From an optimization exercise on the open Yosys and OpenROAD flow, aimed at small area; shortcuts taken in it are not production practice. The RTL of this run was laid out without a check of its function.

--- design.v ---
`timescale 1ns/100ps
module mul1 (
    input clock,
    input reset,
    input logic FU_unit,
    input [32-1:0]regA,
    input [32-1:0]regB,
    input logic [4:0] func,
    input logic rollback,
    input logic [$clog2(64)-1:0] tag_in,
    output logic [32-1:0]result,
    output logic [$clog2(64)-1:0] tag_out,
    output done
);
    localparam logic [4:0] ALU_MUL    = 5'h0a;
    localparam logic [4:0] ALU_MULH   = 5'h0b;
    localparam logic [4:0] ALU_MULHSU = 5'h0c;
    localparam logic [4:0] ALU_MULHU  = 5'h0d;
    logic start;
    logic changed_tag;
    logic [4:0] func_out;
    logic [5:0] tag_old;
    wire [63:0] result1;
    assign changed_tag = (tag_old != tag_in);
    assign start  = ((changed_tag||(tag_in==6'd0|FU_unit)) & (func == ALU_MUL || func == ALU_MULH || func == ALU_MULHSU || func == ALU_MULHU)) ? 1 : 0;
    wire [63:0] opA, opB;
    assign opA = (func == ALU_MUL || func == ALU_MULH || func == ALU_MULHSU) ? {{32{regA[31]}},regA}: {{32{1'b0}},regA};  	
	assign opB = (func == ALU_MUL || func == ALU_MULH ) ? {{32{regB[31]}},regB}: {{32{1'b0}},regB} ; 
    logic [63:0] mcand_out, mplier_out;
    logic [((4-1)*64)-1 :0] internal_products, internal_mcands, internal_mpliers;
    logic [(4-2):0] internal_dones, tinternal_dones; 
    assign tinternal_dones = (rollback) ? 0: internal_dones; 
    logic [17:0] internal_tags;
    logic [14:0] internal_funcs; 
    mult_stage2 mstage2 [3:0](
        .clock(clock),
        .reset(reset),
        .func_in({internal_funcs, func}),
        .func_out({func_out, internal_funcs}),
        .product_in({internal_products,64'h0}),
        .mplier_in({internal_mpliers,opB}),
        .mcand_in({internal_mcands,opA}),
        .start({tinternal_dones,start}),
        .product_out({result1,internal_products}),
        .mplier_out({mplier_out,internal_mpliers}),
        .mcand_out({mcand_out,internal_mcands}),
        .done({done,internal_dones}),
        .tag_in({internal_tags, tag_in}),
        .tag_out({tag_out, internal_tags})
    );
    assign result = ((func_out == ALU_MULH) || (func_out == ALU_MULHSU) || (func_out == ALU_MULHU) ) ? result1[63 : 32 ] : result1 [32 - 1: 0] ;
    always_ff@(posedge clock) begin
        if(reset)
            tag_old <= -1;
        else if(FU_unit) begin
            tag_old <= tag_in;
        end
    end
endmodule
module mult_stage2 (
    input clock,
    input reset,
    input start,
    input logic [4:0] func_in,
    output logic [4:0] func_out,
    input [63:0]product_in, mplier_in, mcand_in,
    input  logic [$clog2(64)-1:0] tag_in,
    output logic [$clog2(64)-1:0] tag_out,
    output logic done,
    output logic [63:0] product_out, mplier_out, mcand_out
);
    logic [63:0] prod_in_reg, partial_prod_reg;
    logic [63:0] partial_product, next_mplier, next_mcand;
    assign product_out = prod_in_reg + partial_prod_reg;
    assign partial_product = mplier_in[(64/4 -1):0] * mcand_in;
    assign next_mplier = mplier_in >>(64/4);
    assign next_mcand  = mcand_in <<(64/4);
    always_ff @(posedge clock) begin
        prod_in_reg      <= product_in;
        partial_prod_reg <= partial_product;
        mplier_out       <= next_mplier;
        mcand_out        <= next_mcand;
    end
    always_ff @(posedge clock) begin
        if(reset) begin
            done <=  1'b0;
            tag_out <= 6'b0;
            func_out <= 0;
        end
        else begin
            done <= start;
            tag_out <= tag_in;
            func_out <= func_in;
        end
    end
endmodule
--- run.sh ---
#!/bin/bash
# synth_recipe.tcl (not shown) runs the flow's synth.tcl, then flattens the netlist and writes it again
# the make line also repeats each setting of config.mk as NAME=value (left out here)
make -C /OpenROAD-flow-scripts/flow DESIGN_CONFIG=/design/flow/config.mk WORK_HOME=/design/flow/orfs CLKGATE_MAP_FILE= SYNTH_SCRIPT=/design/flow/synth_recipe.tcl finish
--- constraint.sdc ---
create_clock -name core_clock -period 10.0 [get_ports {clock}]
set_input_delay 2.0000 -clock core_clock [delete_from_list [all_inputs] [get_ports {clock}]]
set_output_delay 2.0000 -clock core_clock [all_outputs]
set_load 0.01 [all_outputs]
--- config.mk ---
export PLATFORM = sky130hd
export DESIGN_NAME = mul1
export DESIGN_NICKNAME = mul1
export VERILOG_FILES = /design/flow/design.v
export SDC_FILE = /design/flow/constraint.sdc
export NUM_CORES = 4
export LEC_CHECK = 0
export CAP_MARGIN = 20
export CORE_MARGIN = 2
export CORE_UTILIZATION = 45
export PLACE_DENSITY = 0.6
export SLEW_MARGIN = 20
==> run_results.csv <==
group,metric,value,unit
layout,fin_area,63300,um2
layout,multi_input_area,42600,um2
layout,areaGrowthSynthToFinish,9.05,%
worst_setup_path,reg2reg_depth,21,
global_routing,busiest_layer,"met2",
yosys,yosys.area.top_type,"fa_1",
yosys,syn_inst,5994,
worst_setup_path,critPathLaunch,"func[2]",
layout,layout-drive-gt1-share,4.35,%
routing,drc,0,
clocking,cts_resized,0,
clocking,numClockSinks,506,
global_routing,overflow,0,
clocking,root_buffer,"clkbuf_16",
die,start_util,45.4,%
worst_setup_path,cp_slowest_stage_delay,910,ps
yosys,yosysWarningCount,2,
worst_setup_path,worstSetupPathType,"input port to register",
global_routing,grt_pass1_vias,43000,
yosys,synthXorXnorAreaFrac,3.56,%
worst_setup_path,crit_path_end_kind,"register",
yosys,synthArstFlopShare,0,%
worst_setup_path,cp_top_family,"adder cells",
global_routing,met2_usage,40.0,%
sta,hold_viol_final,0,
sta,finalSetupTns,0,ps
layout,largest_reg_flops,192,
run,drv_cap,0,
clocking,clk_pin_slew,70,ps
yosys,synth_mux_area_share,0.457,%
worst_setup_path,crit_top_cell,"fa_1",
clocking,cts_setup_buffers,0,
sta,setup_viol,0,
global_routing,grt_max_degree,53,
yosys,ys_types,81,
clocking,cts_made_buffers,54,
layout,fillCellCount,11900,
hold_path,hp-class,"register to register",
yosys,synth_edf_count,0,
global_routing,grt_usage,24.2,%
yosys,netlist_area,58000,um2
routing,drtAntennaViolNets,0,
yosys,synth_fa_ha_area_share,48.9,%
worst_setup_path,crit_path_end,"mstage2[0].partial_prod_reg[61]",
worst_setup_path,r2r-start,"mstage2[0].mplier_out[2]",
layout,seq_area,10100,um2
sta,fin_crit_sh,92.0,%
sta,skew,63.4,ps
yosys,seq_area_frac_synth,17.5,%
outcome,outcome,"no timing/DRC/antenna violations",
yosys,syn-num-nets,7612,
global_routing,grt_pass1_wl,247000,um
worst_setup_path,cp-start-kind,"input port",
layout,finalNonFillerCells,7779,
routing,avgViaCountPerCell,5.17,
yosys,ys.flop_type,"dfxtp_1",
global_routing,antenna_found_initial,12,
clocking,hold_buffers,0,
clocking,cts_tree,"built",
worst_setup_path,cpMaxStageDelayCell,"a21oi_1",
worst_setup_path,cp.arrival,9680,ps
global_routing,grtUsageMet1,33.8,%
placed_design,placed_cells,7675,
global_routing,grtUsageMet3,3.28,%
worst_setup_path,reg2reg_slack,2190,ps
placed_design,placed_cell_area,61400,um2
clocking,clk_path_buf_depth,3,
yosys,synth_seq_cells,506,
worst_setup_path,critPathBufInv,8,
routing,first_iter_violations,2597,
placed_design,dp_slack,198,ps
sta,maxSlewViolCount,0,
die,fp-row-count,131,
sta,rsz0062_at_grt,"false",
yosys,synth_most_common_cell,"fa_1",
yosys,synthSimpleGateAreaFrac,13.3,%
layout,nNetsFinal,7687,
routing,dr.pass1.iters,5,
worst_setup_path,path_depth,26,
routing,vias,40200,
clocking,cts_htree_levels,2,
placed_design,io_buffers,117,
yosys,netlist_top_cells_count,"1219 x fa_1, 1208 x inv_1, 879 x nand2_1, 506 x dfxtp_1, 329 x and2_1",
die,fp.dieH,363,um
yosys,synthTopCellsByArea,"fa_1 42%, dfxtp_1 17%, inv_1 7.8%, ha_1 6.9%, nand2_1 5.7%",
worst_setup_path,critical_path.max_fanout,17,
sta,postLayoutSetupSlackWorst,800,ps
sta,fin_crit,9200,ps
sta,slew-limit-headroom,21.8,%
yosys,synth_top_family_by_area,"adder cells",
yosys,netlist.area_leader.share,42.0,%
worst_setup_path,required,10480,ps
die,die_w,363,um
placed_design,gp_congestion,0.900,
routing,wl_per_cell,19.9,um
sta,worst_pin_slew,1170,ps
yosys,avgSynthCellArea,9.68,um2
routing,totalWireLength,155000,um
yosys,synth-compound-area-share,7.13,%
die,coreArea,128000,um2
sta,clock.fmax,0.109,GHz
die,io_pins,118,
clocking,insertion_delay,650,ps
die,die_area,132000,um2
worst_setup_path,r2r-end,"mstage2[1].partial_prod_reg[61]",
placed_design,hpwl,128000,um
[kinds of logic (layout without fill, tap and decap cells)]
kind of cell,Yosys count,in the layout
other cells,0,3
fa+ha+maj,1539,1539
flops,506,506
compound gates,627,627
xor+xnor,236,236
mux,24,24
buf+inv,1423,1543
simple gates,1639,1639
[how the worst min path moves through the flow]
stage	slack, ps	endpoint	cells past startpoint	startpoint
final	300	mstage2[3].prod_in_reg[12]	0	mstage2[2].prod_in_reg[12]
after global routing	310	mstage2[3].prod_in_reg[12]	0	mstage2[2].prod_in_reg[12]
after CTS	300	mstage2[3].prod_in_reg[12]	0	mstage2[2].prod_in_reg[12]
after detailed placement	310	mstage2[1].prod_in_reg[20]	0	mstage2[0].partial_prod_reg[20]
after global placement	310	mstage2[1].prod_in_reg[15]	0	mstage2[0].partial_prod_reg[15]
after floorplan	310	mstage2[1].mplier_out[0]	0	mstage2[0].mplier_out[16]
[worst register-to-register path: stages, from the launching register on]
cell and delay (ps):
dfxtp_2 970, nand2_1 180, fa_1 550, inv_1 60
fa_1 520, inv_1 50, fa_1 480, fa_1 520
fa_1 520, inv_1 70, fa_1 440, ha_1 340
a211oi_1 400, o21bai_1 160, a221o_1 360, a31o_1 240
a211oi_1 360, o221ai_1 320, a2111oi_0 490, nor3_1 210
a221oi_1 350, xnor2_1 150
[through the flow]
stage	utilization, %	hold slack [ps]
after detailed placement	48.0	312
after global placement	48.0	310
after CTS	49.5	298
final	49.5	300
after global routing	49.5	307
after floorplan	-	310
[layer usage]
layer	wire, um	up-vias
met4	3850	0
li1	-	18300
met1	69400	20500
met2	72900	1160
met5	0	-
met3	8900	238
[layout make-up]
class / count / area share, %
multi-input cells: 4065 / 67.3
flip-flops and latches: 506 / 16.0
inverters: 1209 / 7.17
well taps: 1662 / 3.28
repair buffers: 233 / 3.24
clock buffers: 73 / 2.42
clock inverters: 28 / 0.587
diodes: 3 / 0.0119
[cell usage in the layout (no fill, tap or decap), types with 9 or more instances in the layout]
master,count
a211o_1,12
a211oi_1,28
a21o_1,97
a21oi_1,182
a31oi_1,21
and2_1,329
and3_1,34
buf_4,115
clkbuf_16,54
clkbuf_8,11
clkdlybuf4s50_1,116
dfxtp_1,493
dfxtp_2,13
fa_1,1219
ha_1,320
inv_1,1208
mux2_2,19
nand2_1,879
nand2b_1,31
nand3_1,42
nand4_1,20
nor2_1,123
nor2b_1,83
nor3_1,39
o211ai_1,9
o21a_1,29
o21ai_0,43
o21ai_1,68
o21bai_1,31
o31ai_1,15
or2_2,9
or3_1,12
xnor2_1,181
xor2_1,55

## afterwards: timing with drivers on the ports
No port has a modelled driver above. Below, the same layout with a new extraction and two added sets of constraints.
Step 1, drivers: a clkbuf_16 drives clock and a buf_2 each remaining input, both assumed.
Step 2 times the ports against the registers' clock, not the clock port: input delays grow and output delays shrink by t, the midpoint of the rising clock arrivals with the driver on.
Slacks: no drivers / after step 1 / after step 2; pairs: no drivers / after step 1.
t, ns: 0.691
setup slack, ns: 0.800 / 0.844 / 0.153
hold slack, ns: 0.300 / 0.300 / 0.300
clock arrival spread, ns: 0.065 / 0.066
After both steps setup and hold are still met in this run. For this run, drivers alone change the setup slack by +0.044 ns; drivers and shift together by -0.647 ns.
